This design comes from an exercise in tuning for small area on the open sky130 flow, not from production work. Only simulation tests tie the RTL to the original design; equivalence was not proved. No activity file was given, so power comes from the tool's default toggle rates.

==> design/flow/design.v <==
module Systolic_Array_with_Controller(init,clk,A0,A1,A2,A3,A4,B0,B1,B2,B3,B4,
  A0_out,A1_out,A2_out,A3_out,A4_out,B0_out,B1_out,B2_out,B3_out,B4_out);
parameter N=16;
input [N-1:0] A0,A1,A2,A3,A4,B0,B1,B2,B3,B4;
output [N-1:0] A0_out,A1_out,A2_out,A3_out,A4_out,B0_out,B1_out,B2_out,B3_out,B4_out;
input init,clk;
reg [4:0] k;
always @(posedge clk) begin
  if (k == 5'd31) k <= init ? 5'd0 : 5'd31;
  else if (k >= 5'd21) k <= 5'd31;
  else k <= k + 5'd1;
end
wire [4:0] v;
assign v[0] = (k >= 5'd1) & (k <= 5'd14);
assign v[1] = (k >= 5'd2) & (k <= 5'd14);
assign v[2] = (k >= 5'd3) & (k <= 5'd14);
assign v[3] = (k >= 5'd4) & (k <= 5'd14);
assign v[4] = (k >= 5'd5) & (k <= 5'd14);
wire sh   = (k >= 5'd15) & (k <= 5'd17);    
wire ra_s = (k == 5'd14);                    
wire ra_3 = (k >= 5'd15) & (k <= 5'd18);    
wire rb   = ((k >= 5'd4) & (k <= 5'd13)) | ((k >= 5'd19) & (k <= 5'd21));
wire oa   = (k >= 5'd4) & (k <= 5'd13);     
wire oh   = (k >= 5'd14) & (k <= 5'd21);    
wire [5*N-1:0] Ain = {A4,A3,A2,A1,A0};
wire [5*N-1:0] Bin = {B4,B3,B2,B1,B0};
function [N-1:0] to_e(input [N-1:0] x);
  integer q;
  begin
    for (q = 0; q < N; q = q + 1)
      to_e[q] = (q % 2 == 0 && q > 0) ? x[q] ^ x[q-1] : x[q];
  end
endfunction
function [N-1:0] from_e(input [N-1:0] x);
  integer q;
  begin
    for (q = 0; q < N; q = q + 1)
      from_e[q] = (q % 2 == 0 && q > 0) ? x[q] ^ x[q-1] : x[q];
  end
endfunction
reg  [20*N-1:0] as;     
reg  [20*N-1:0] bs;     
reg  [5*N-1:0]  ao;
reg  [5*N-1:0]  bo;
reg  [25*N-1:0] acc;    
wire [25*N-1:0] sum;
genvar i, j;
generate
  for (i = 0; i < 5; i = i + 1) begin : row
    always @(posedge clk) begin
      as[(i*4+0)*N +: N] <= Ain[i*N +: N];
      as[(i*4+1)*N +: N] <= as[(i*4+0)*N +: N];
      as[(i*4+2)*N +: N] <= as[(i*4+1)*N +: N];
      as[(i*4+3)*N +: N] <= as[(i*4+2)*N +: N];
      ao[i*N +: N] <= ({N{oa}} & as[(i*4+3)*N +: N]) | ({N{oh}} & ao[i*N +: N]);
    end
  end
  for (j = 0; j < 5; j = j + 1) begin : col
    always @(posedge clk) begin
      bs[(0*5+j)*N +: N] <= to_e(Bin[j*N +: N]);
      bs[(1*5+j)*N +: N] <= bs[(0*5+j)*N +: N];
      bs[(2*5+j)*N +: N] <= bs[(1*5+j)*N +: N];
      bs[(3*5+j)*N +: N] <= bs[(2*5+j)*N +: N];
      bo[j*N +: N] <= ({N{ra_s}} & sum[(4*5+j)*N +: N]) | ({N{ra_3}} & acc[(3*5+j)*N +: N])
                    | ({N{rb}} & from_e(bs[(3*5+j)*N +: N]));
    end
  end
  for (i = 0; i < 5; i = i + 1) begin : pr
    for (j = 0; j < 5; j = j + 1) begin : pc
      wire [N-1:0] a_op;
      wire [N-1:0] b_op;
      if (j < 4) begin : ai
        assign a_op = as[(i*4+j)*N +: N];
      end else begin : ao4
        assign a_op = ao[i*N +: N];
      end
      if (i < 4) begin : bi
        assign b_op = bs[(i*5+j)*N +: N];
      end else begin : bo4
        assign b_op = bo[j*N +: N];
      end
      wire en = v[(i > j) ? i : j];
      if (i < 4) begin : me
        mac16e m (.a(a_op), .b(b_op), .c(acc[(i*5+j)*N +: N]), .y(sum[(i*5+j)*N +: N]));
      end else begin : mr
        mac16 m (.a(a_op), .b(b_op), .c(acc[(i*5+j)*N +: N]), .y(sum[(i*5+j)*N +: N]));
      end
      if (i >= 1 && i <= 3) begin : mid
        always @(posedge clk)
          acc[(i*5+j)*N +: N] <= ({N{en}} & sum[(i*5+j)*N +: N]) | ({N{sh}} & acc[((i-1)*5+j)*N +: N]);
      end else begin : rim
        always @(posedge clk)
          acc[(i*5+j)*N +: N] <= {N{en}} & sum[(i*5+j)*N +: N];
      end
    end
  end
endgenerate
assign {A4_out,A3_out,A2_out,A1_out,A0_out} = ao;
assign {B4_out,B3_out,B2_out,B1_out,B0_out} = bo;
endmodule
module mac_fa(input x, input y, input z, output s, output co);
  assign s = x ^ y ^ z;
  assign co = (x & y) | (x & z) | (y & z);
endmodule
module mac_ha(input x, input y, output s, output co);
  assign s = x ^ y;
  assign co = x & y;
endmodule
module mac_bsel(input a1, input a0, input one, input two, input neg, output p);
  assign p = ((a1 & one) | (a0 & two)) ^ neg;
endmodule
module mac16(input [15:0] a, input [15:0] b, input [15:0] c, output [15:0] y);
  wire n1 = b[0] ^ 1'b0;
  wire n2 = (b[1] & ~b[0] & ~1'b0) | (~b[1] & b[0] & 1'b0);
  wire n3 = a[0] & n1;
  wire n4 = b[1] & ~n3;
  wire n5;
  mac_bsel u1 (a[1], a[0], n1, n2, b[1], n5);
  wire n6;
  mac_bsel u2 (a[2], a[1], n1, n2, b[1], n6);
  wire n7;
  mac_bsel u3 (a[3], a[2], n1, n2, b[1], n7);
  wire n8;
  mac_bsel u4 (a[4], a[3], n1, n2, b[1], n8);
  wire n9;
  mac_bsel u5 (a[5], a[4], n1, n2, b[1], n9);
  wire n10;
  mac_bsel u6 (a[6], a[5], n1, n2, b[1], n10);
  wire n11;
  mac_bsel u7 (a[7], a[6], n1, n2, b[1], n11);
  wire n12;
  mac_bsel u8 (a[8], a[7], n1, n2, b[1], n12);
  wire n13;
  mac_bsel u9 (a[9], a[8], n1, n2, b[1], n13);
  wire n14;
  mac_bsel u10 (a[10], a[9], n1, n2, b[1], n14);
  wire n15;
  mac_bsel u11 (a[11], a[10], n1, n2, b[1], n15);
  wire n16;
  mac_bsel u12 (a[12], a[11], n1, n2, b[1], n16);
  wire n17;
  mac_bsel u13 (a[13], a[12], n1, n2, b[1], n17);
  wire n18;
  mac_bsel u14 (a[14], a[13], n1, n2, b[1], n18);
  wire n19;
  mac_bsel u15 (a[15], a[14], n1, n2, b[1], n19);
  wire n20 = b[2] ^ b[1];
  wire n21 = (b[3] & ~b[2] & ~b[1]) | (~b[3] & b[2] & b[1]);
  wire n22 = a[0] & n20;
  wire n23 = b[3] & ~n22;
  wire n24;
  mac_bsel u16 (a[1], a[0], n20, n21, b[3], n24);
  wire n25;
  mac_bsel u17 (a[2], a[1], n20, n21, b[3], n25);
  wire n26;
  mac_bsel u18 (a[3], a[2], n20, n21, b[3], n26);
  wire n27;
  mac_bsel u19 (a[4], a[3], n20, n21, b[3], n27);
  wire n28;
  mac_bsel u20 (a[5], a[4], n20, n21, b[3], n28);
  wire n29;
  mac_bsel u21 (a[6], a[5], n20, n21, b[3], n29);
  wire n30;
  mac_bsel u22 (a[7], a[6], n20, n21, b[3], n30);
  wire n31;
  mac_bsel u23 (a[8], a[7], n20, n21, b[3], n31);
  wire n32;
  mac_bsel u24 (a[9], a[8], n20, n21, b[3], n32);
  wire n33;
  mac_bsel u25 (a[10], a[9], n20, n21, b[3], n33);
  wire n34;
  mac_bsel u26 (a[11], a[10], n20, n21, b[3], n34);
  wire n35;
  mac_bsel u27 (a[12], a[11], n20, n21, b[3], n35);
  wire n36;
  mac_bsel u28 (a[13], a[12], n20, n21, b[3], n36);
  wire n37 = b[4] ^ b[3];
  wire n38 = (b[5] & ~b[4] & ~b[3]) | (~b[5] & b[4] & b[3]);
  wire n39 = a[0] & n37;
  wire n40 = b[5] & ~n39;
  wire n41;
  mac_bsel u29 (a[1], a[0], n37, n38, b[5], n41);
  wire n42;
  mac_bsel u30 (a[2], a[1], n37, n38, b[5], n42);
  wire n43;
  mac_bsel u31 (a[3], a[2], n37, n38, b[5], n43);
  wire n44;
  mac_bsel u32 (a[4], a[3], n37, n38, b[5], n44);
  wire n45;
  mac_bsel u33 (a[5], a[4], n37, n38, b[5], n45);
  wire n46;
  mac_bsel u34 (a[6], a[5], n37, n38, b[5], n46);
  wire n47;
  mac_bsel u35 (a[7], a[6], n37, n38, b[5], n47);
  wire n48;
  mac_bsel u36 (a[8], a[7], n37, n38, b[5], n48);
  wire n49;
  mac_bsel u37 (a[9], a[8], n37, n38, b[5], n49);
  wire n50;
  mac_bsel u38 (a[10], a[9], n37, n38, b[5], n50);
  wire n51;
  mac_bsel u39 (a[11], a[10], n37, n38, b[5], n51);
  wire n52 = b[6] ^ b[5];
  wire n53 = (b[7] & ~b[6] & ~b[5]) | (~b[7] & b[6] & b[5]);
  wire n54 = a[0] & n52;
  wire n55 = b[7] & ~n54;
  wire n56;
  mac_bsel u40 (a[1], a[0], n52, n53, b[7], n56);
  wire n57;
  mac_bsel u41 (a[2], a[1], n52, n53, b[7], n57);
  wire n58;
  mac_bsel u42 (a[3], a[2], n52, n53, b[7], n58);
  wire n59;
  mac_bsel u43 (a[4], a[3], n52, n53, b[7], n59);
  wire n60;
  mac_bsel u44 (a[5], a[4], n52, n53, b[7], n60);
  wire n61;
  mac_bsel u45 (a[6], a[5], n52, n53, b[7], n61);
  wire n62;
  mac_bsel u46 (a[7], a[6], n52, n53, b[7], n62);
  wire n63;
  mac_bsel u47 (a[8], a[7], n52, n53, b[7], n63);
  wire n64;
  mac_bsel u48 (a[9], a[8], n52, n53, b[7], n64);
  wire n65 = b[8] ^ b[7];
  wire n66 = (b[9] & ~b[8] & ~b[7]) | (~b[9] & b[8] & b[7]);
  wire n67 = a[0] & n65;
  wire n68 = b[9] & ~n67;
  wire n69;
  mac_bsel u49 (a[1], a[0], n65, n66, b[9], n69);
  wire n70;
  mac_bsel u50 (a[2], a[1], n65, n66, b[9], n70);
  wire n71;
  mac_bsel u51 (a[3], a[2], n65, n66, b[9], n71);
  wire n72;
  mac_bsel u52 (a[4], a[3], n65, n66, b[9], n72);
  wire n73;
  mac_bsel u53 (a[5], a[4], n65, n66, b[9], n73);
  wire n74;
  mac_bsel u54 (a[6], a[5], n65, n66, b[9], n74);
  wire n75;
  mac_bsel u55 (a[7], a[6], n65, n66, b[9], n75);
  wire n76 = b[10] ^ b[9];
  wire n77 = (b[11] & ~b[10] & ~b[9]) | (~b[11] & b[10] & b[9]);
  wire n78 = a[0] & n76;
  wire n79 = b[11] & ~n78;
  wire n80;
  mac_bsel u56 (a[1], a[0], n76, n77, b[11], n80);
  wire n81;
  mac_bsel u57 (a[2], a[1], n76, n77, b[11], n81);
  wire n82;
  mac_bsel u58 (a[3], a[2], n76, n77, b[11], n82);
  wire n83;
  mac_bsel u59 (a[4], a[3], n76, n77, b[11], n83);
  wire n84;
  mac_bsel u60 (a[5], a[4], n76, n77, b[11], n84);
  wire n85 = b[12] ^ b[11];
  wire n86 = (b[13] & ~b[12] & ~b[11]) | (~b[13] & b[12] & b[11]);
  wire n87 = a[0] & n85;
  wire n88 = b[13] & ~n87;
  wire n89;
  mac_bsel u61 (a[1], a[0], n85, n86, b[13], n89);
  wire n90;
  mac_bsel u62 (a[2], a[1], n85, n86, b[13], n90);
  wire n91;
  mac_bsel u63 (a[3], a[2], n85, n86, b[13], n91);
  wire n92 = b[14] ^ b[13];
  wire n93 = (b[15] & ~b[14] & ~b[13]) | (~b[15] & b[14] & b[13]);
  wire n94 = a[0] & n92;
  wire n95 = b[15] & ~n94;
  wire n96;
  mac_bsel u64 (a[1], a[0], n92, n93, b[15], n96);
  wire n97 = n19 ^ n36;
  wire n98, n99;
  mac_ha u65 (n13, n30, n98, n99);
  wire n100, n101;
  mac_fa u66 (n14, n31, n46, n100, n101);
  wire n102, n103;
  mac_fa u67 (n15, n32, n47, n102, n103);
  wire n104, n105;
  mac_ha u68 (n60, n71, n104, n105);
  wire n106, n107;
  mac_fa u69 (n16, n33, n48, n106, n107);
  wire n108, n109;
  mac_fa u70 (n61, n72, n81, n108, n109);
  wire n110, n111;
  mac_fa u71 (n17, n34, n49, n110, n111);
  wire n112, n113;
  mac_fa u72 (n62, n73, n82, n112, n113);
  wire n114, n115;
  mac_ha u73 (n88, n89, n114, n115);
  wire n116, n117;
  mac_fa u74 (n18, n35, n50, n116, n117);
  wire n118, n119;
  mac_fa u75 (n63, n74, n83, n118, n119);
  wire n120, n121;
  mac_fa u76 (n90, n94, c[14], n120, n121);
  wire n122 = n51 ^ n64 ^ n75;
  wire n123 = n84 ^ n91 ^ n95;
  wire n124 = n96 ^ c[15] ^ n97;
  wire n125, n126;
  mac_ha u77 (n9, n26, n125, n126);
  wire n127, n128;
  mac_fa u78 (n10, n27, n42, n127, n128);
  wire n129, n130;
  mac_fa u79 (n11, n28, n43, n129, n130);
  wire n131, n132;
  mac_ha u80 (n55, n56, n131, n132);
  wire n133, n134;
  mac_fa u81 (n12, n29, n44, n133, n134);
  wire n135, n136;
  mac_fa u82 (n57, n67, c[8], n135, n136);
  wire n137, n138;
  mac_fa u83 (n45, n58, n68, n137, n138);
  wire n139, n140;
  mac_fa u84 (n69, c[9], n98, n139, n140);
  wire n141, n142;
  mac_fa u85 (n59, n70, n78, n141, n142);
  wire n143, n144;
  mac_fa u86 (c[10], n100, n99, n143, n144);
  wire n145, n146;
  mac_fa u87 (n79, n80, c[11], n145, n146);
  wire n147, n148;
  mac_fa u88 (n102, n104, n101, n147, n148);
  wire n149, n150;
  mac_fa u89 (n87, c[12], n106, n149, n150);
  wire n151, n152;
  mac_fa u90 (n108, n103, n105, n151, n152);
  wire n153, n154;
  mac_fa u91 (c[13], n110, n112, n153, n154);
  wire n155, n156;
  mac_fa u92 (n114, n107, n109, n155, n156);
  wire n157, n158;
  mac_fa u93 (n116, n118, n120, n157, n158);
  wire n159, n160;
  mac_fa u94 (n111, n113, n115, n159, n160);
  wire n161 = n122 ^ n123 ^ n124;
  wire n162 = n117 ^ n119 ^ n121;
  wire n163, n164;
  mac_ha u95 (n7, n23, n163, n164);
  wire n165, n166;
  mac_fa u96 (n8, n25, n39, n165, n166);
  wire n167, n168;
  mac_fa u97 (n40, n41, c[5], n167, n168);
  wire n169, n170;
  mac_fa u98 (n54, c[6], n127, n169, n170);
  wire n171, n172;
  mac_fa u99 (c[7], n129, n131, n171, n172);
  wire n173, n174;
  mac_fa u100 (n133, n135, n130, n173, n174);
  wire n175, n176;
  mac_fa u101 (n137, n139, n134, n175, n176);
  wire n177, n178;
  mac_fa u102 (n141, n143, n138, n177, n178);
  wire n179, n180;
  mac_fa u103 (n145, n147, n142, n179, n180);
  wire n181, n182;
  mac_fa u104 (n149, n151, n146, n181, n182);
  wire n183, n184;
  mac_fa u105 (n153, n155, n150, n183, n184);
  wire n185, n186;
  mac_fa u106 (n157, n159, n154, n185, n186);
  wire n187 = n161 ^ n162 ^ n158;
  wire n188, n189;
  mac_ha u107 (n4, n5, n188, n189);
  wire n190, n191;
  mac_fa u108 (n6, n22, c[2], n190, n191);
  wire n192, n193;
  mac_fa u109 (n24, c[3], n163, n192, n193);
  wire n194, n195;
  mac_fa u110 (c[4], n165, n164, n194, n195);
  wire n196, n197;
  mac_fa u111 (n125, n167, n166, n196, n197);
  wire n198, n199;
  mac_fa u112 (n126, n169, n168, n198, n199);
  wire n200, n201;
  mac_fa u113 (n128, n171, n170, n200, n201);
  wire n202, n203;
  mac_fa u114 (n132, n173, n172, n202, n203);
  wire n204, n205;
  mac_fa u115 (n136, n175, n174, n204, n205);
  wire n206, n207;
  mac_fa u116 (n140, n177, n176, n206, n207);
  wire n208, n209;
  mac_fa u117 (n144, n179, n178, n208, n209);
  wire n210, n211;
  mac_fa u118 (n148, n181, n180, n210, n211);
  wire n212, n213;
  mac_fa u119 (n152, n183, n182, n212, n213);
  wire n214, n215;
  mac_fa u120 (n156, n185, n184, n214, n215);
  wire n216 = n160 ^ n187 ^ n186;
  wire n217, n218;
  mac_ha u121 (n3, c[0], n217, n218);
  wire n219, n220;
  mac_fa u122 (c[1], n188, n218, n219, n220);
  wire n221, n222;
  mac_fa u123 (n190, n189, n220, n221, n222);
  wire n223, n224;
  mac_fa u124 (n192, n191, n222, n223, n224);
  wire n225, n226;
  mac_fa u125 (n194, n193, n224, n225, n226);
  wire n227, n228;
  mac_fa u126 (n196, n195, n226, n227, n228);
  wire n229, n230;
  mac_fa u127 (n198, n197, n228, n229, n230);
  wire n231, n232;
  mac_fa u128 (n200, n199, n230, n231, n232);
  wire n233, n234;
  mac_fa u129 (n202, n201, n232, n233, n234);
  wire n235, n236;
  mac_fa u130 (n204, n203, n234, n235, n236);
  wire n237, n238;
  mac_fa u131 (n206, n205, n236, n237, n238);
  wire n239, n240;
  mac_fa u132 (n208, n207, n238, n239, n240);
  wire n241, n242;
  mac_fa u133 (n210, n209, n240, n241, n242);
  wire n243, n244;
  mac_fa u134 (n212, n211, n242, n243, n244);
  wire n245, n246;
  mac_fa u135 (n214, n213, n244, n245, n246);
  wire n247 = n216 ^ n215 ^ n246;
  assign y = {n247, n245, n243, n241, n239, n237, n235, n233, n231, n229, n227, n225, n223, n221, n219, n217};
endmodule
module mac16e(input [15:0] a, input [15:0] b, input [15:0] c, output [15:0] y);
  wire n1 = ~b[0] & (b[1] ^ 1'b0);
  wire n2 = a[0] & b[0];
  wire n3 = b[1] & ~n2;
  wire n4;
  mac_bsel u1 (a[1], a[0], b[0], n1, b[1], n4);
  wire n5;
  mac_bsel u2 (a[2], a[1], b[0], n1, b[1], n5);
  wire n6;
  mac_bsel u3 (a[3], a[2], b[0], n1, b[1], n6);
  wire n7;
  mac_bsel u4 (a[4], a[3], b[0], n1, b[1], n7);
  wire n8;
  mac_bsel u5 (a[5], a[4], b[0], n1, b[1], n8);
  wire n9;
  mac_bsel u6 (a[6], a[5], b[0], n1, b[1], n9);
  wire n10;
  mac_bsel u7 (a[7], a[6], b[0], n1, b[1], n10);
  wire n11;
  mac_bsel u8 (a[8], a[7], b[0], n1, b[1], n11);
  wire n12;
  mac_bsel u9 (a[9], a[8], b[0], n1, b[1], n12);
  wire n13;
  mac_bsel u10 (a[10], a[9], b[0], n1, b[1], n13);
  wire n14;
  mac_bsel u11 (a[11], a[10], b[0], n1, b[1], n14);
  wire n15;
  mac_bsel u12 (a[12], a[11], b[0], n1, b[1], n15);
  wire n16;
  mac_bsel u13 (a[13], a[12], b[0], n1, b[1], n16);
  wire n17;
  mac_bsel u14 (a[14], a[13], b[0], n1, b[1], n17);
  wire n18;
  mac_bsel u15 (a[15], a[14], b[0], n1, b[1], n18);
  wire n19 = ~b[2] & (b[3] ^ b[1]);
  wire n20 = a[0] & b[2];
  wire n21 = b[3] & ~n20;
  wire n22;
  mac_bsel u16 (a[1], a[0], b[2], n19, b[3], n22);
  wire n23;
  mac_bsel u17 (a[2], a[1], b[2], n19, b[3], n23);
  wire n24;
  mac_bsel u18 (a[3], a[2], b[2], n19, b[3], n24);
  wire n25;
  mac_bsel u19 (a[4], a[3], b[2], n19, b[3], n25);
  wire n26;
  mac_bsel u20 (a[5], a[4], b[2], n19, b[3], n26);
  wire n27;
  mac_bsel u21 (a[6], a[5], b[2], n19, b[3], n27);
  wire n28;
  mac_bsel u22 (a[7], a[6], b[2], n19, b[3], n28);
  wire n29;
  mac_bsel u23 (a[8], a[7], b[2], n19, b[3], n29);
  wire n30;
  mac_bsel u24 (a[9], a[8], b[2], n19, b[3], n30);
  wire n31;
  mac_bsel u25 (a[10], a[9], b[2], n19, b[3], n31);
  wire n32;
  mac_bsel u26 (a[11], a[10], b[2], n19, b[3], n32);
  wire n33;
  mac_bsel u27 (a[12], a[11], b[2], n19, b[3], n33);
  wire n34;
  mac_bsel u28 (a[13], a[12], b[2], n19, b[3], n34);
  wire n35 = ~b[4] & (b[5] ^ b[3]);
  wire n36 = a[0] & b[4];
  wire n37 = b[5] & ~n36;
  wire n38;
  mac_bsel u29 (a[1], a[0], b[4], n35, b[5], n38);
  wire n39;
  mac_bsel u30 (a[2], a[1], b[4], n35, b[5], n39);
  wire n40;
  mac_bsel u31 (a[3], a[2], b[4], n35, b[5], n40);
  wire n41;
  mac_bsel u32 (a[4], a[3], b[4], n35, b[5], n41);
  wire n42;
  mac_bsel u33 (a[5], a[4], b[4], n35, b[5], n42);
  wire n43;
  mac_bsel u34 (a[6], a[5], b[4], n35, b[5], n43);
  wire n44;
  mac_bsel u35 (a[7], a[6], b[4], n35, b[5], n44);
  wire n45;
  mac_bsel u36 (a[8], a[7], b[4], n35, b[5], n45);
  wire n46;
  mac_bsel u37 (a[9], a[8], b[4], n35, b[5], n46);
  wire n47;
  mac_bsel u38 (a[10], a[9], b[4], n35, b[5], n47);
  wire n48;
  mac_bsel u39 (a[11], a[10], b[4], n35, b[5], n48);
  wire n49 = ~b[6] & (b[7] ^ b[5]);
  wire n50 = a[0] & b[6];
  wire n51 = b[7] & ~n50;
  wire n52;
  mac_bsel u40 (a[1], a[0], b[6], n49, b[7], n52);
  wire n53;
  mac_bsel u41 (a[2], a[1], b[6], n49, b[7], n53);
  wire n54;
  mac_bsel u42 (a[3], a[2], b[6], n49, b[7], n54);
  wire n55;
  mac_bsel u43 (a[4], a[3], b[6], n49, b[7], n55);
  wire n56;
  mac_bsel u44 (a[5], a[4], b[6], n49, b[7], n56);
  wire n57;
  mac_bsel u45 (a[6], a[5], b[6], n49, b[7], n57);
  wire n58;
  mac_bsel u46 (a[7], a[6], b[6], n49, b[7], n58);
  wire n59;
  mac_bsel u47 (a[8], a[7], b[6], n49, b[7], n59);
  wire n60;
  mac_bsel u48 (a[9], a[8], b[6], n49, b[7], n60);
  wire n61 = ~b[8] & (b[9] ^ b[7]);
  wire n62 = a[0] & b[8];
  wire n63 = b[9] & ~n62;
  wire n64;
  mac_bsel u49 (a[1], a[0], b[8], n61, b[9], n64);
  wire n65;
  mac_bsel u50 (a[2], a[1], b[8], n61, b[9], n65);
  wire n66;
  mac_bsel u51 (a[3], a[2], b[8], n61, b[9], n66);
  wire n67;
  mac_bsel u52 (a[4], a[3], b[8], n61, b[9], n67);
  wire n68;
  mac_bsel u53 (a[5], a[4], b[8], n61, b[9], n68);
  wire n69;
  mac_bsel u54 (a[6], a[5], b[8], n61, b[9], n69);
  wire n70;
  mac_bsel u55 (a[7], a[6], b[8], n61, b[9], n70);
  wire n71 = ~b[10] & (b[11] ^ b[9]);
  wire n72 = a[0] & b[10];
  wire n73 = b[11] & ~n72;
  wire n74;
  mac_bsel u56 (a[1], a[0], b[10], n71, b[11], n74);
  wire n75;
  mac_bsel u57 (a[2], a[1], b[10], n71, b[11], n75);
  wire n76;
  mac_bsel u58 (a[3], a[2], b[10], n71, b[11], n76);
  wire n77;
  mac_bsel u59 (a[4], a[3], b[10], n71, b[11], n77);
  wire n78;
  mac_bsel u60 (a[5], a[4], b[10], n71, b[11], n78);
  wire n79 = ~b[12] & (b[13] ^ b[11]);
  wire n80 = a[0] & b[12];
  wire n81 = b[13] & ~n80;
  wire n82;
  mac_bsel u61 (a[1], a[0], b[12], n79, b[13], n82);
  wire n83;
  mac_bsel u62 (a[2], a[1], b[12], n79, b[13], n83);
  wire n84;
  mac_bsel u63 (a[3], a[2], b[12], n79, b[13], n84);
  wire n85 = ~b[14] & (b[15] ^ b[13]);
  wire n86 = a[0] & b[14];
  wire n87 = b[15] & ~n86;
  wire n88;
  mac_bsel u64 (a[1], a[0], b[14], n85, b[15], n88);
  wire n89 = n18 ^ n34;
  wire n90, n91;
  mac_ha u65 (n12, n28, n90, n91);
  wire n92, n93;
  mac_fa u66 (n13, n29, n43, n92, n93);
  wire n94, n95;
  mac_fa u67 (n14, n30, n44, n94, n95);
  wire n96, n97;
  mac_ha u68 (n56, n66, n96, n97);
  wire n98, n99;
  mac_fa u69 (n15, n31, n45, n98, n99);
  wire n100, n101;
  mac_fa u70 (n57, n67, n75, n100, n101);
  wire n102, n103;
  mac_fa u71 (n16, n32, n46, n102, n103);
  wire n104, n105;
  mac_fa u72 (n58, n68, n76, n104, n105);
  wire n106, n107;
  mac_ha u73 (n81, n82, n106, n107);
  wire n108, n109;
  mac_fa u74 (n17, n33, n47, n108, n109);
  wire n110, n111;
  mac_fa u75 (n59, n69, n77, n110, n111);
  wire n112, n113;
  mac_fa u76 (n83, n86, c[14], n112, n113);
  wire n114 = n48 ^ n60 ^ n70;
  wire n115 = n78 ^ n84 ^ n87;
  wire n116 = n88 ^ c[15] ^ n89;
  wire n117, n118;
  mac_ha u77 (n8, n24, n117, n118);
  wire n119, n120;
  mac_fa u78 (n9, n25, n39, n119, n120);
  wire n121, n122;
  mac_fa u79 (n10, n26, n40, n121, n122);
  wire n123, n124;
  mac_ha u80 (n51, n52, n123, n124);
  wire n125, n126;
  mac_fa u81 (n11, n27, n41, n125, n126);
  wire n127, n128;
  mac_fa u82 (n53, n62, c[8], n127, n128);
  wire n129, n130;
  mac_fa u83 (n42, n54, n63, n129, n130);
  wire n131, n132;
  mac_fa u84 (n64, c[9], n90, n131, n132);
  wire n133, n134;
  mac_fa u85 (n55, n65, n72, n133, n134);
  wire n135, n136;
  mac_fa u86 (c[10], n92, n91, n135, n136);
  wire n137, n138;
  mac_fa u87 (n73, n74, c[11], n137, n138);
  wire n139, n140;
  mac_fa u88 (n94, n96, n93, n139, n140);
  wire n141, n142;
  mac_fa u89 (n80, c[12], n98, n141, n142);
  wire n143, n144;
  mac_fa u90 (n100, n95, n97, n143, n144);
  wire n145, n146;
  mac_fa u91 (c[13], n102, n104, n145, n146);
  wire n147, n148;
  mac_fa u92 (n106, n99, n101, n147, n148);
  wire n149, n150;
  mac_fa u93 (n108, n110, n112, n149, n150);
  wire n151, n152;
  mac_fa u94 (n103, n105, n107, n151, n152);
  wire n153 = n114 ^ n115 ^ n116;
  wire n154 = n109 ^ n111 ^ n113;
  wire n155, n156;
  mac_ha u95 (n6, n21, n155, n156);
  wire n157, n158;
  mac_fa u96 (n7, n23, n36, n157, n158);
  wire n159, n160;
  mac_fa u97 (n37, n38, c[5], n159, n160);
  wire n161, n162;
  mac_fa u98 (n50, c[6], n119, n161, n162);
  wire n163, n164;
  mac_fa u99 (c[7], n121, n123, n163, n164);
  wire n165, n166;
  mac_fa u100 (n125, n127, n122, n165, n166);
  wire n167, n168;
  mac_fa u101 (n129, n131, n126, n167, n168);
  wire n169, n170;
  mac_fa u102 (n133, n135, n130, n169, n170);
  wire n171, n172;
  mac_fa u103 (n137, n139, n134, n171, n172);
  wire n173, n174;
  mac_fa u104 (n141, n143, n138, n173, n174);
  wire n175, n176;
  mac_fa u105 (n145, n147, n142, n175, n176);
  wire n177, n178;
  mac_fa u106 (n149, n151, n146, n177, n178);
  wire n179 = n153 ^ n154 ^ n150;
  wire n180, n181;
  mac_ha u107 (n3, n4, n180, n181);
  wire n182, n183;
  mac_fa u108 (n5, n20, c[2], n182, n183);
  wire n184, n185;
  mac_fa u109 (n22, c[3], n155, n184, n185);
  wire n186, n187;
  mac_fa u110 (c[4], n157, n156, n186, n187);
  wire n188, n189;
  mac_fa u111 (n117, n159, n158, n188, n189);
  wire n190, n191;
  mac_fa u112 (n118, n161, n160, n190, n191);
  wire n192, n193;
  mac_fa u113 (n120, n163, n162, n192, n193);
  wire n194, n195;
  mac_fa u114 (n124, n165, n164, n194, n195);
  wire n196, n197;
  mac_fa u115 (n128, n167, n166, n196, n197);
  wire n198, n199;
  mac_fa u116 (n132, n169, n168, n198, n199);
  wire n200, n201;
  mac_fa u117 (n136, n171, n170, n200, n201);
  wire n202, n203;
  mac_fa u118 (n140, n173, n172, n202, n203);
  wire n204, n205;
  mac_fa u119 (n144, n175, n174, n204, n205);
  wire n206, n207;
  mac_fa u120 (n148, n177, n176, n206, n207);
  wire n208 = n152 ^ n179 ^ n178;
  wire n209, n210;
  mac_ha u121 (n2, c[0], n209, n210);
  wire n211, n212;
  mac_fa u122 (c[1], n180, n210, n211, n212);
  wire n213, n214;
  mac_fa u123 (n182, n181, n212, n213, n214);
  wire n215, n216;
  mac_fa u124 (n184, n183, n214, n215, n216);
  wire n217, n218;
  mac_fa u125 (n186, n185, n216, n217, n218);
  wire n219, n220;
  mac_fa u126 (n188, n187, n218, n219, n220);
  wire n221, n222;
  mac_fa u127 (n190, n189, n220, n221, n222);
  wire n223, n224;
  mac_fa u128 (n192, n191, n222, n223, n224);
  wire n225, n226;
  mac_fa u129 (n194, n193, n224, n225, n226);
  wire n227, n228;
  mac_fa u130 (n196, n195, n226, n227, n228);
  wire n229, n230;
  mac_fa u131 (n198, n197, n228, n229, n230);
  wire n231, n232;
  mac_fa u132 (n200, n199, n230, n231, n232);
  wire n233, n234;
  mac_fa u133 (n202, n201, n232, n233, n234);
  wire n235, n236;
  mac_fa u134 (n204, n203, n234, n235, n236);
  wire n237, n238;
  mac_fa u135 (n206, n205, n236, n237, n238);
  wire n239 = n208 ^ n207 ^ n238;
  assign y = {n239, n237, n235, n233, n231, n229, n227, n225, n223, n221, n219, n217, n215, n213, n211, n209};
endmodule
==> design/flow/flow/run.sh <==
#!/bin/bash
set -euo pipefail
W=$(pwd)
R=$W/orfs/results/${FLOW_PLATFORM}/Systolic_Array_with_Controller/base
LIB=$FLOW_HOME/platforms/${FLOW_PLATFORM}/lib/sky130_fd_sc_hd__tt_025C_1v80.lib
YOSYS=$FLOW_HOME/../tools/install/yosys/bin/yosys
export BUFFER_PORTS_ARGS="-buffer_cell sky130_fd_sc_hd__buf_1"
export CTS_ARGS="-sink_clustering_enable -repair_clock_nets -dont_use_dummy_load -buf_list sky130_fd_sc_hd__clkbuf_16 -sink_clustering_size 28 -sink_clustering_max_diameter 110"
bash standard.sh synth > "$W/log_synth.txt" 2>&1
cp "$R/1_2_yosys.v" "$W/net_standard.v"
if python3 "$W/flow/polopt.py" "$W/net_standard.v" "$W/net_polopt.v" > "$W/log_polopt.txt" 2>&1 &&
   sed -e "s#LIB#$LIB#g" -e "s#IN#$W/net_polopt.v#" -e "s#OUT#$W/net_remap.v#" \
       -e "s#TOP#$FLOW_TOP#g" -e "s#ABCSCRIPT#$W/flow/amap.abc#" "$W/flow/remap.ys" > "$W/remap_run.ys" &&
   "$YOSYS" -s "$W/remap_run.ys" > "$W/log_remap.txt" 2>&1 &&
   python3 "$W/flow/check.py" "$W/net_standard.v" "$W/net_remap.v" "$LIB" > "$W/log_check.txt" 2>&1; then
  cp "$W/net_remap.v" "$R/1_2_yosys.v"
  touch "$R/1_2_yosys.v"
fi
bash standard.sh finish > "$W/log_layout.txt" 2>&1
==> design/flow/flow/amap.abc <==
strash
dch
amap
strash
dch
amap
==> design/flow/flow/check.py <==
#!/usr/bin/env python3
"""check.py standard.v candidate.v lib: exit 1 unless the candidate netlist uses only
library cells (none lpflow/probe) and holds exactly the standard netlist's flip-flops
(same instance names and cell types)."""
import re
import sys

inst = re.compile(r"^[ \t]*([A-Za-z_$\\][\w$]*)[ \t]+(\\\S+|[\w$]+)[ \t]*\(", re.M)


def cells(path):
    text = open(path).read()
    body = text[text.index(");") + 2:]
    out = []
    for m in inst.finditer(body):
        t, n = m.group(1), m.group(2)
        if t in ("wire", "input", "output", "assign", "module", "endmodule", "reg"):
            continue
        out.append((t, n))
    return out


std, cand, lib = sys.argv[1:4]
libcells = set(re.findall(r"cell\s*\(\s*\"?(\w+)\"?\s*\)", open(lib).read()))
c = cells(cand)
if re.search(r"^\s*\\\$|#\(", open(cand).read(), re.M):
    sys.exit("check: internal or parameterized cells left")
bad = [t for t, n in c if t not in libcells or "lpflow" in t or "probe" in t]
if bad:
    sys.exit(f"check: unexpected cells {sorted(set(bad))[:10]}")
ff = lambda cs: sorted((n, t) for t, n in cs if "df" in t or "dl" in t)
if ff(cells(std)) != ff(c):
    sys.exit("check: flip-flops differ from the standard synthesis")
print(f"check: ok, {len(c)} cells, {len(ff(c))} flip-flops")
==> design/flow/flow/polopt.py <==
#!/usr/bin/env python3
"""Polarity optimisation of a Yosys-written sky130hd gate netlist.

Full adders are self-dual: FA(~a,~b,~c) = (~sum, ~cout).  Yosys' extract_fa picks each
adder's polarity on its own, which leaves inverters between adders.  This pass chooses, for
every fa_1, whether it works on true or complemented signals; re-types 2-input AND/OR-type
gates (and2 nand2 or2 nor2 and2b nor2b nand2b or2b), xor/xnor gates and half adders so that
they take their inputs at whatever polarity is at hand and give the output polarity that is
wanted; and drops the inverters this makes needless.  Registers and all other cells are kept.

usage: polopt.py in.v out.v
"""
import re
import sys
import math
import random
from collections import defaultdict

OUTPINS = {"X", "Y", "Q", "Q_N", "SUM", "COUT", "HI", "LO"}
INV = 3.7536
A_AND = 6.256
A_NAND = 3.7536
A_XOR = 8.7584
A_HA = 12.5120

cell_re = re.compile(r"^\s*(sky130_fd_sc_hd__\w+)\s+(\S+)\s*\((.*?)\);", re.S | re.M)
pin_re = re.compile(r"\.(\w+)\(\s*((?:\\\S+)|[^()\s]+(?:\s*\[[^\]]*\])?)\s*\)")

# 2-input and-type gates: (pin1, pin2, out, inv1, inv2, invout): out = (p1^i1 & p2^i2) ^ io
ANDTYPE = {
    "and2_1": ("A", "B", "X", 0, 0, 0),
    "nand2_1": ("A", "B", "Y", 0, 0, 1),
    "or2_1": ("A", "B", "X", 1, 1, 1),
    "nor2_1": ("A", "B", "Y", 1, 1, 0),
    "and2b_1": ("A_N", "B", "X", 1, 0, 0),
    "nor2b_1": ("A", "B_N", "Y", 1, 0, 0),
    "nand2b_1": ("A_N", "B", "Y", 1, 0, 1),
    "or2b_1": ("B_N", "A", "X", 1, 0, 1),
}


def and_cell(i1, i2, io):
    """cheapest cell for out = (x1^i1 & x2^i2) ^ io: (type, cost, pins for x1, x2, out)"""
    if (i1, i2) == (0, 0):
        return ("nand2_1", A_NAND, "A", "B", "Y") if io else ("and2_1", A_AND, "A", "B", "X")
    if (i1, i2) == (1, 1):
        return ("or2_1", A_AND, "A", "B", "X") if io else ("nor2_1", A_NAND, "A", "B", "Y")
    if (i1, i2) == (1, 0):
        return ("nand2b_1", A_AND, "A_N", "B", "Y") if io else ("nor2b_1", A_AND, "A", "B_N", "Y")
    return ("nand2b_1", A_AND, "B", "A_N", "Y") if io else ("nor2b_1", A_AND, "B_N", "A", "Y")


def main(inp, outp):
    text = open(inp).read()
    first = text.index("sky130_fd_sc_hd__")
    first = text.rfind("\n", 0, first) + 1
    endm = text.rindex("endmodule")
    header, body, footer = text[:first], text[first:endm], text[endm:]
    cells = []
    pos = 0
    rest = []
    for m in cell_re.finditer(body):
        gap = body[pos:m.start()]
        if gap.strip():
            rest.append(gap)
        pos = m.end()
        typ = m.group(1)[len("sky130_fd_sc_hd__"):]
        pins = [(p, n.strip()) for p, n in pin_re.findall(m.group(3))]
        cells.append([typ, m.group(2), pins])
    if body[pos:].strip():
        rest.append(body[pos:])
    for r in rest:
        if not re.fullmatch(r"(\s*assign\s[^;]*;)*\s*", r):
            raise SystemExit("polopt: cannot parse: " + r.strip()[:200])

    ports = set()
    for m in re.finditer(r"^\s*(input|output)\s+(\[[^\]]*\])?\s*(\S+);", header, re.M):
        name = m.group(3)
        if m.group(2):
            hi, lo = [int(x) for x in m.group(2)[1:-1].split(":")]
            for b in range(min(hi, lo), max(hi, lo) + 1):
                ports.add(f"{name}[{b}]")
        else:
            ports.add(name)

    # nets named in assign statements keep their polarity, like ports
    widths = {}
    for m in re.finditer(r"^\s*(?:wire|input|output|reg)\s+(?:\[(\d+):(\d+)\]\s*)?(\\\S+|[\w$]+)\s*;", header, re.M):
        if m.group(1) is not None:
            widths[m.group(3)] = (int(m.group(1)), int(m.group(2)))

    def expand(term):
        term = term.strip()
        m = re.match(r"^(\\\S+|[\w$]+)\s*\[(\d+):(\d+)\]$", term)
        if m:
            a, b = int(m.group(2)), int(m.group(3))
            return [f"{m.group(1)}[{i}]" for i in range(min(a, b), max(a, b) + 1)]
        m = re.match(r"^(\\\S+|[\w$]+)\s*\[(\d+)\]$", term)
        if m:
            return [f"{m.group(1)}[{m.group(2)}]"]
        if term in widths:
            a, b = widths[term]
            return [f"{term}[{i}]" for i in range(min(a, b), max(a, b) + 1)]
        return [term]

    for r in rest:
        for m in re.finditer(r"assign\s+(.*?)\s*=\s*(.*?);", r, re.S):
            for side in (m.group(1), m.group(2)):
                side = side.strip()
                if side.startswith("{"):
                    side = side[1:-1]
                for term in re.split(r",(?![^\[]*\])", side):
                    for n in expand(term):
                        ports.add(n)

    driver = {}
    for ci, (typ, name, pins) in enumerate(cells):
        for p, n in pins:
            if p in OUTPINS:
                driver[n] = (ci, p)

    inv = set()
    for ci, (typ, name, pins) in enumerate(cells):
        if typ in ("inv_1", "inv_2", "clkinv_1") and dict(pins)["Y"] not in ports:
            inv.add(ci)

    def root(n):
        par = 0
        while n in driver and driver[n][0] in inv:
            n = dict(cells[driver[n][0]][2])["A"]
            par ^= 1
        return n, par

    # kinds: FA (var = flip), AND (var = out flip), XOR (var = out flip), HA (vars on sum/cout)
    kind = {}
    for ci, (typ, name, pins) in enumerate(cells):
        if ci in inv:
            continue
        if typ == "fa_1":
            kind[ci] = "fa"
        elif typ in ANDTYPE:
            kind[ci] = "and"
        elif typ in ("xor2_1", "xnor2_1"):
            kind[ci] = "xor"
        elif typ == "ha_1":
            kind[ci] = "ha"
    # a cell that drives a port keeps its output polarity (the port net keeps its name)
    fixedout = set()
    for n in ports:
        if n in driver and driver[n][0] in kind:
            fixedout.add(driver[n][0])

    # output-net variable: provided polarity of each root net relative to its original signal
    prov = defaultdict(int)
    # per-cell data
    ins = {}      # ci -> list of (pin, root, par)
    for ci, (typ, name, pins) in enumerate(cells):
        if ci in inv:
            continue
        ins[ci] = [(p,) + root(n) for p, n in pins if p not in OUTPINS]
    outs = {ci: [(p, n) for p, n in cells[ci][2] if p in OUTPINS] for ci in ins}

    # consumers of each root: (ci, pin, par); ci None for a port
    cons = defaultdict(list)
    for ci in ins:
        for p, r, par in ins[ci]:
            cons[r].append((ci, p, par))
    for n in ports:
        if n in driver:
            r, par = root(n)
            if r != n or True:
                cons[r].append((None, None, par))

    fa_flip = {ci: 0 for ci, k in kind.items() if k == "fa"}

    def need(ci, par):
        if ci is None:
            return par
        k = kind.get(ci)
        if k == "fa":
            return par ^ fa_flip[ci]
        if k in ("and", "xor", "ha"):
            return None
        return par

    def root_cost(r):
        pv = prov[r]
        for ci, p, par in cons[r]:
            q = need(ci, par)
            if q is not None and q != pv:
                return INV
        return 0.0

    def in_inv(ci, p, r, par):
        # inversion a cell input must apply, relative to the cell's original input net
        return par ^ prov[r]

    def cell_cost(ci):
        k = kind.get(ci)
        typ = cells[ci][0]
        if k == "and":
            p1, p2, po, i1, i2, io = ANDTYPE[typ]
            d = {p: (r, par) for p, r, par in ins[ci]}
            (r1, a1), (r2, a2) = d[p1], d[p2]
            out_n = dict(outs[ci])[po]
            return and_cell(i1 ^ a1 ^ prov[r1], i2 ^ a2 ^ prov[r2], io ^ prov[out_n])[1]
        if k == "ha":
            d = {p: (r, par) for p, r, par in ins[ci]}
            o = dict(outs[ci])
            a = d["A"][1] ^ prov[d["A"][0]]
            b = d["B"][1] ^ prov[d["B"][0]]
            if a == 0 and b == 0 and prov[o["COUT"]] == 0 and prov[o["SUM"]] == 0:
                return A_HA
            return A_XOR + and_cell(a, b, prov[o["COUT"]])[1]
        return 0.0

    # variables: list of (name, cells whose output polarity flips together)
    var_out = {}   # var id -> list of output root nets
    var_kind = {}
    for ci, k in kind.items():
        if ci in fixedout:
            continue
        if k == "fa":
            var_out[("fa", ci)] = [n for p, n in outs[ci]]
            var_kind[("fa", ci)] = ci
        elif k in ("and", "xor"):
            var_out[("o", ci)] = [n for p, n in outs[ci]]
        elif k == "ha":
            for p, n in outs[ci]:
                var_out[("o", ci, p)] = [n]

    def affected(v):
        rs = set(var_out[v])
        cs = set()
        if v[0] == "fa":
            ci = v[1]
            rs |= {r for p, r, par in ins[ci]}
        for r in var_out[v]:
            for ci, p, par in cons[r]:
                if ci is not None and kind.get(ci) in ("and", "ha"):
                    cs.add(ci)
        return rs, cs

    aff = {v: affected(v) for v in var_out}

    def local(v):
        rs, cs = aff[v]
        c = sum(root_cost(r) for r in rs) + sum(cell_cost(ci) for ci in cs)
        if v[0] == "o":
            c += cell_cost(v[1])
        return c

    def flip(v):
        for n in var_out[v]:
            prov[n] ^= 1
        if v[0] == "fa":
            fa_flip[v[1]] ^= 1

    def total():
        return sum(root_cost(r) for r in list(cons.keys())) + sum(cell_cost(ci) for ci in kind)

    start = total()
    vars_ = list(var_out.keys())
    rnd = random.Random(1)
    # neighbours for compound moves: vars whose outputs feed an FA
    feeders = defaultdict(list)
    for v in vars_:
        if v[0] == "fa":
            for p, r, par in ins[v[1]]:
                for w in (("o", driver[r][0]) if r in driver else None,
                          ("fa", driver[r][0]) if r in driver else None,
                          ("o", driver[r][0], driver[r][1]) if r in driver else None):
                    if w in var_out:
                        feeders[v].append(w)
    T = 2.0
    cur = start
    for it in range(60):
        rnd.shuffle(vars_)
        changed = 0
        for v in vars_:
            grp = [v]
            before = local(v)
            flip(v)
            after = local(v)
            d = after - before
            # compound: also re-choose the feeders of a flipped FA
            if v[0] == "fa":
                for w in feeders[v]:
                    b2 = local(w)
                    flip(w)
                    a2 = local(w)
                    if a2 < b2 - 1e-9:
                        d += a2 - b2
                        grp.append(w)
                    else:
                        flip(w)
            if d < -1e-9 or (T > 0.05 and rnd.random() < math.exp(-d / T) and d > 0):
                cur += d
                changed += 1
            else:
                for w in reversed(grp):
                    flip(w)
        T *= 0.85
        if T < 0.05 and changed == 0:
            break
    # final greedy polish
    for _ in range(10):
        ch = 0
        for v in vars_:
            b = local(v)
            flip(v)
            if local(v) < b - 1e-9:
                ch += 1
            else:
                flip(v)
        if not ch:
            break
    end = total()
    print(f"polopt: polarity-dependent area {start:.1f} -> {end:.1f}", file=sys.stderr)

    # rebuild
    newwires = []
    invnet = {}
    out_cells = []

    def comp(r):
        if r not in invnet:
            nm = f"_polinv{len(invnet)}_"
            invnet[r] = nm
            newwires.append(nm)
            out_cells.append(("inv_1", f"_polinvc{len(invnet)}_", [("A", r), ("Y", nm)]))
        return invnet[r]

    def pick(r, want):
        return r if prov[r] == want else comp(r)

    for ci, (typ, name, pins) in enumerate(cells):
        if ci in inv:
            continue
        k = kind.get(ci)
        o = dict(outs[ci])
        d = {p: (r, par) for p, r, par in ins[ci]}
        if k == "and":
            p1, p2, po, i1, i2, io = ANDTYPE[typ]
            (r1, a1), (r2, a2) = d[p1], d[p2]
            t, c, q1, q2, qo = and_cell(i1 ^ a1 ^ prov[r1], i2 ^ a2 ^ prov[r2], io ^ prov[o[po]])
            out_cells.append((t, name, [(q1, r1), (q2, r2), (qo, o[po])]))
            continue
        if k == "xor":
            (ra, aa), (rb, ab) = d["A"], d["B"]
            po = "X" if "X" in o else "Y"
            x = (1 if typ.startswith("xnor") else 0) ^ aa ^ prov[ra] ^ ab ^ prov[rb] ^ prov[o[po]]
            out_cells.append(("xnor2_1", name, [("A", ra), ("B", rb), ("Y", o[po])]) if x else
                             ("xor2_1", name, [("A", ra), ("B", rb), ("X", o[po])]))
            continue
        if k == "ha":
            (ra, aa), (rb, ab) = d["A"], d["B"]
            a = aa ^ prov[ra]
            b = ab ^ prov[rb]
            if a == 0 and b == 0 and prov[o["COUT"]] == 0 and prov[o["SUM"]] == 0:
                out_cells.append(("ha_1", name, [("A", ra), ("B", rb), ("COUT", o["COUT"]), ("SUM", o["SUM"])]))
            else:
                x = a ^ b ^ prov[o["SUM"]]
                out_cells.append(("xnor2_1", name + "_s", [("A", ra), ("B", rb), ("Y", o["SUM"])]) if x else
                                 ("xor2_1", name + "_s", [("A", ra), ("B", rb), ("X", o["SUM"])]))
                t, c, q1, q2, qo = and_cell(a, b, prov[o["COUT"]])
                out_cells.append((t, name + "_c", [(q1, ra), (q2, rb), (qo, o["COUT"])]))
            continue
        newpins = []
        for p, n in pins:
            if p in OUTPINS:
                newpins.append((p, n))
            else:
                r, par = root(n)
                newpins.append((p, pick(r, need(ci, par))))
        out_cells.append((typ, name, newpins))
    # ports driven through absorbed inverters keep their polarity via root consumers: a port
    # net that was the output of an absorbed inverter must still be driven
    for n in ports:
        if n in driver and driver[n][0] in inv:
            raise SystemExit("polopt: port driven by absorbed inverter")

    lines = [header.rstrip("\n") + "\n"]
    for w in newwires:
        lines.append(f"  wire {w};\n")
    for typ, name, pins in out_cells:
        conn = ",\n".join(f"    .{p}({n}{' ' if n.startswith(chr(92)) else ''})" for p, n in pins)
        lines.append(f"  sky130_fd_sc_hd__{typ} {name} (\n{conn}\n  );\n")
    for r in rest:
        lines.append(r)
    lines.append(footer)
    open(outp, "w").write("".join(lines))
    cnt = defaultdict(int)
    for typ, _, _ in out_cells:
        cnt[typ] += 1
    print("polopt: " + " ".join(f"{k} {v}" for k, v in sorted(cnt.items()) if v > 50), file=sys.stderr)


if __name__ == "__main__":
    main(sys.argv[1], sys.argv[2])
==> design/flow/flow/remap.ys <==
# Re-map the logic around the full adders and flip-flops (kept as they are)
# after polopt.py has fixed the adders' polarities, so inverters fold into other gates.
read_liberty -ignore_miss_func LIB
read_verilog -sv IN
hierarchy -top TOP
setattr -mod -set keep_hierarchy 1 sky130_fd_sc_hd__fa_1 sky130_fd_sc_hd__dfxtp_1
flatten
rename -hide w:*.*
opt_clean -purge
abc -liberty LIB -dont_use *lpflow* -dont_use *probe* -dont_use *clk* -script ABCSCRIPT
opt_clean -purge
splitnets
opt_clean -purge
insbuf -buf sky130_fd_sc_hd__buf_1 A X
opt_clean -purge
select -module TOP
write_verilog -noattr -noexpr -selected OUT
==> design/flow/standard.sh <==
#!/bin/bash
# synth_recipe.tcl (not shown) runs the flow's synth.tcl, then flattens the netlist and writes it again
# the make line also repeats each setting of config.mk as NAME=value (left out here)
make -C /OpenROAD-flow-scripts/flow DESIGN_CONFIG=/design/flow/config.mk WORK_HOME=/design/flow/orfs CLKGATE_MAP_FILE= SYNTH_SCRIPT=/design/flow/synth_recipe.tcl "${@:-finish}"
==> design/flow/config.mk <==
export PLATFORM = sky130hd
export DESIGN_NAME = Systolic_Array_with_Controller
export DESIGN_NICKNAME = Systolic_Array_with_Controller
export VERILOG_FILES = /design/flow/design.v
export SDC_FILE = /design/flow/constraint.sdc
export NUM_CORES = 4
export LEC_CHECK = 0
export CAP_MARGIN = 20
export CORE_MARGIN = 2
export CORE_UTILIZATION = 60
export GPL_TIMING_DRIVEN = 0
export SLEW_MARGIN = 20
export SYNTH_HIERARCHICAL = 1
export SYNTH_MINIMUM_KEEP_SIZE = 0
==> design/flow/constraint.sdc <==
create_clock -name core_clock -period 10.0 [get_ports {clk}]
set_input_delay 2.0000 -clock core_clock [delete_from_list [all_inputs] [get_ports {clk}]]
set_output_delay 2.0000 -clock core_clock [all_outputs]
set_load 0.01 [all_outputs]
==> out/metrics.csv <==
stage,metric,value,unit
clocking,Num CTS Buffers,53,
min_path,Hold Crit Class,reg -> reg,
critical_path,Worst EP arrival,10.17,ns
drt,DRC Markers,0,
global_routing,met1 Usage GRT,0.524,
power,Max rail drop VDD,348,uV
cells_and_area,FILL cells,14000,
critical_path,Setup CP Type,reg -> reg,
drt,wire per inst,23.2,um
cells_and_area,area of the multi-input gates,0.0696,mm^2
placement,placed insts,13800,
floorplanning,Die Wd,408,um
critical_path,CP endpoint kind,register,
clocking,cts hold-fix bufs,0,
outcome,outcome,no timing/DRC/antenna violations,
global_routing,Global Route Usage Sum,0.384,
clocking,H-tree depth,2,
global_routing,vias in the first global route,83900,
sta,worst-margin pin slew,1.09,ns
drt,vias post-DR,89800,
clocking,CTS tree,built,
floorplanning,Cell Rows,148,
yosys,Syn Inst Count,11200,
floorplanning,Core Region,0.162,mm^2
critical_path,CP max FO,18,
power,leakage power of the design,41.2,nW
yosys,Mapped Avg Cell Area,8.71,um^2
sta,Fin. Hold Viols,0,
cells_and_area,final net count,13400,
yosys,YS warnings,7,
global_routing,global-route wire length before repair,499000,um
sta,fmax,0.105,GHz
sta,clk_skew,0.0829,ns
clocking,Worst-Skew Late Latency,0.75,ns
sta,fin crit period,9.55,ns
sta,final setup fails,0,
clocking,Root Driver,clkbuf_16,
cells_and_area,Area Overhead vs Synth,7.22,%
cells_and_area,layout cells sized above 1,0.0211,
global_routing,antenna violations before repair,14,
run,total of max-cap violations,0,
clocking,clk buf depth,3,
floorplanning,die area,0.166,mm^2
critical_path,crit start category,register,
drt,Detail Route Antenna Nets,0,
floorplanning,Top-Level Pins,322,
floorplanning,Initial Util,0.603,
power,PwrDens,329,mW/mm^2
cells_and_area,final std cells w/o fill,13900,
global_routing,met2 Resource Use GR,0.596,
placement,hpwl dp,258000,um
sta,max_slew headroom,0.272,
critical_path,Worst Path Required,10.62,ns
global_routing,met3 Track Usage GR,0.0691,
global_routing,Most Crowded Layer GR,met2,
sta,Max Slew Vio Count,0,
global_routing,grt total ovfl,0,
global_routing,largest net degree at the start of global routing,63,
drt,Via density,6.47,
drt,Routed Wire Length,322000,um
drt,DR iter-0 viols,11400,
yosys,Syn Nets,13000,
floorplanning,die height,408,um
placement,I/O Buffers,321,
clocking,clock slew at reported path FFs,0.12,ns
placement,routability cong.,1.01,
yosys,Post-Synthesis Cell Area,0.0979,mm^2
cells_and_area,Storage cell area,0.0242,mm^2
sta,TNS Setup,0,ns
clocking,CTS Sinks,1205,
sta,Final Cycle Share,0.955,
drt,TritonRoute pass-1 iters,9,
==> power by group <==
group	switching [mW]	internal, mW	total (mW)
registers	1.08	5.56	6.65
logic	14.4	10.9	25.3
clock network	1.59	0.948	2.54
total	17.1	17.4	34.5
==> critical path: stages (launching register included) <==
cell and delay, ns:
dfxtp_1 0.83, inv_1 0.52, o221ai_4 0.54, o22ai_1 0.17
nand2_1 0.10, o21ai_0 0.13, fa_1 0.55, fa_1 0.50
fa_1 0.40, fa_1 0.44, fa_1 0.43, fa_1 0.43
fa_1 0.46, fa_1 0.43, fa_1 0.44, fa_1 0.44
fa_1 0.44, fa_1 0.43, fa_1 0.42, a21oi_1 0.20
xor2_1 0.21, a21oi_1 0.10, o21ai_0 0.31, nor2_1 0.09
a21oi_1 0.16, xnor2_1 0.14, o22ai_1 0.11
==> metrics by stage <==
stage,power [mW],worst slack (ns),hold slack (ns),area [um^2],util
2_1_floorplan,24.7,0.158,0.331,97900,-
3_3_place_gp,30.7,-9.91,0.337,102000,0.627
3_5_place_dp,31.7,-0.424,0.339,103000,0.633
4_1_cts,34.5,0.0358,0.348,104000,0.642
5_1_grt,38.6,-0.00644,0.342,105000,0.646
6_report,34.5,0.447,0.355,105000,0.646
==> path summary, 6_finish.rpt <==
path	depth (start not counted)	slack (ns)	start	to
hold / removal	0	0.35	as[133]	as[149]
hold reg to reg	0	0.35	as[133]	as[149]
setup / recovery	26	0.45	bs[81]	acc[95]
setup reg to reg	26	0.45	bs[81]	acc[95]
==> cell usage in the layout, fill, tap and decap left out, types with 105 or more instances in the layout <==
| master | instances |
|---|---|
| a21oi_1 | 696 |
| a31oi_1 | 280 |
| buf_1 | 321 |
| dfxtp_1 | 1161 |
| fa_1 | 1575 |
| inv_1 | 1226 |
| nand2_1 | 1109 |
| nor2_1 | 1256 |
| nor2b_1 | 134 |
| nor3_1 | 105 |
| o21ai_0 | 1460 |
| o221ai_1 | 125 |
| o22ai_1 | 1591 |
==> final cells by class <==
cell class | count | share of cell area
diodes | 3 | 0.0000715
repair buffers | 396 | 0.0223
inverters | 1247 | 0.0453
clock buffers | 53 | 0.0126
well taps | 2175 | 0.0259
repair inverters | 13 | 0.000620
flip-flops and latches | 1205 | 0.230
multi-input cells | 8791 | 0.663
==> routing by layer <==
metal / up-vias / wire [um]
met5: - / 28
met4: 4 / 18800
met3: 802 / 31900
met2: 5016 / 145000
met1: 42900 / 126000
li1: 41100 / -
==> registers in the layout (all words and copies together), names as in the netlist <==
signal  cells
ao         80
k           5
bs        320
bo         80
as        320
acc       400
==> timing repair <==
action	4_1_cts	5_1_grt
cloned	1	12
gates resized for setup	7	108
setup buffers	0	25
setup endpoints to repair	5	28
pin swaps	0	2

## separate check: timing with driven ports
No port has a modelled driver above. Below, the same layout with a new extraction and two added sets of constraints.
Step 1 assumes that a clkbuf_16 drives the clock port and a buf_2 every other input.
Step 2 adds t to the input delays and takes it off the output delays; t is the mean of the earliest and latest rising clock arrival at the registers after step 1. Input paths then give back, and output paths get back, about the clock's delay inside the block.
Three values: no drivers, after step 1, after step 2; two values: the first two.
shift t [ns]: 0.797
setup slack, ns: 0.447 / 0.447 / 0.447
hold slack, ns: 0.355 / 0.355 / 0.355
worst setup path after step 2: register to register
After both steps setup and hold are still met in this run. For this run, drivers alone change the setup slack by 0.000 ns; drivers and shift together by 0.000 ns.
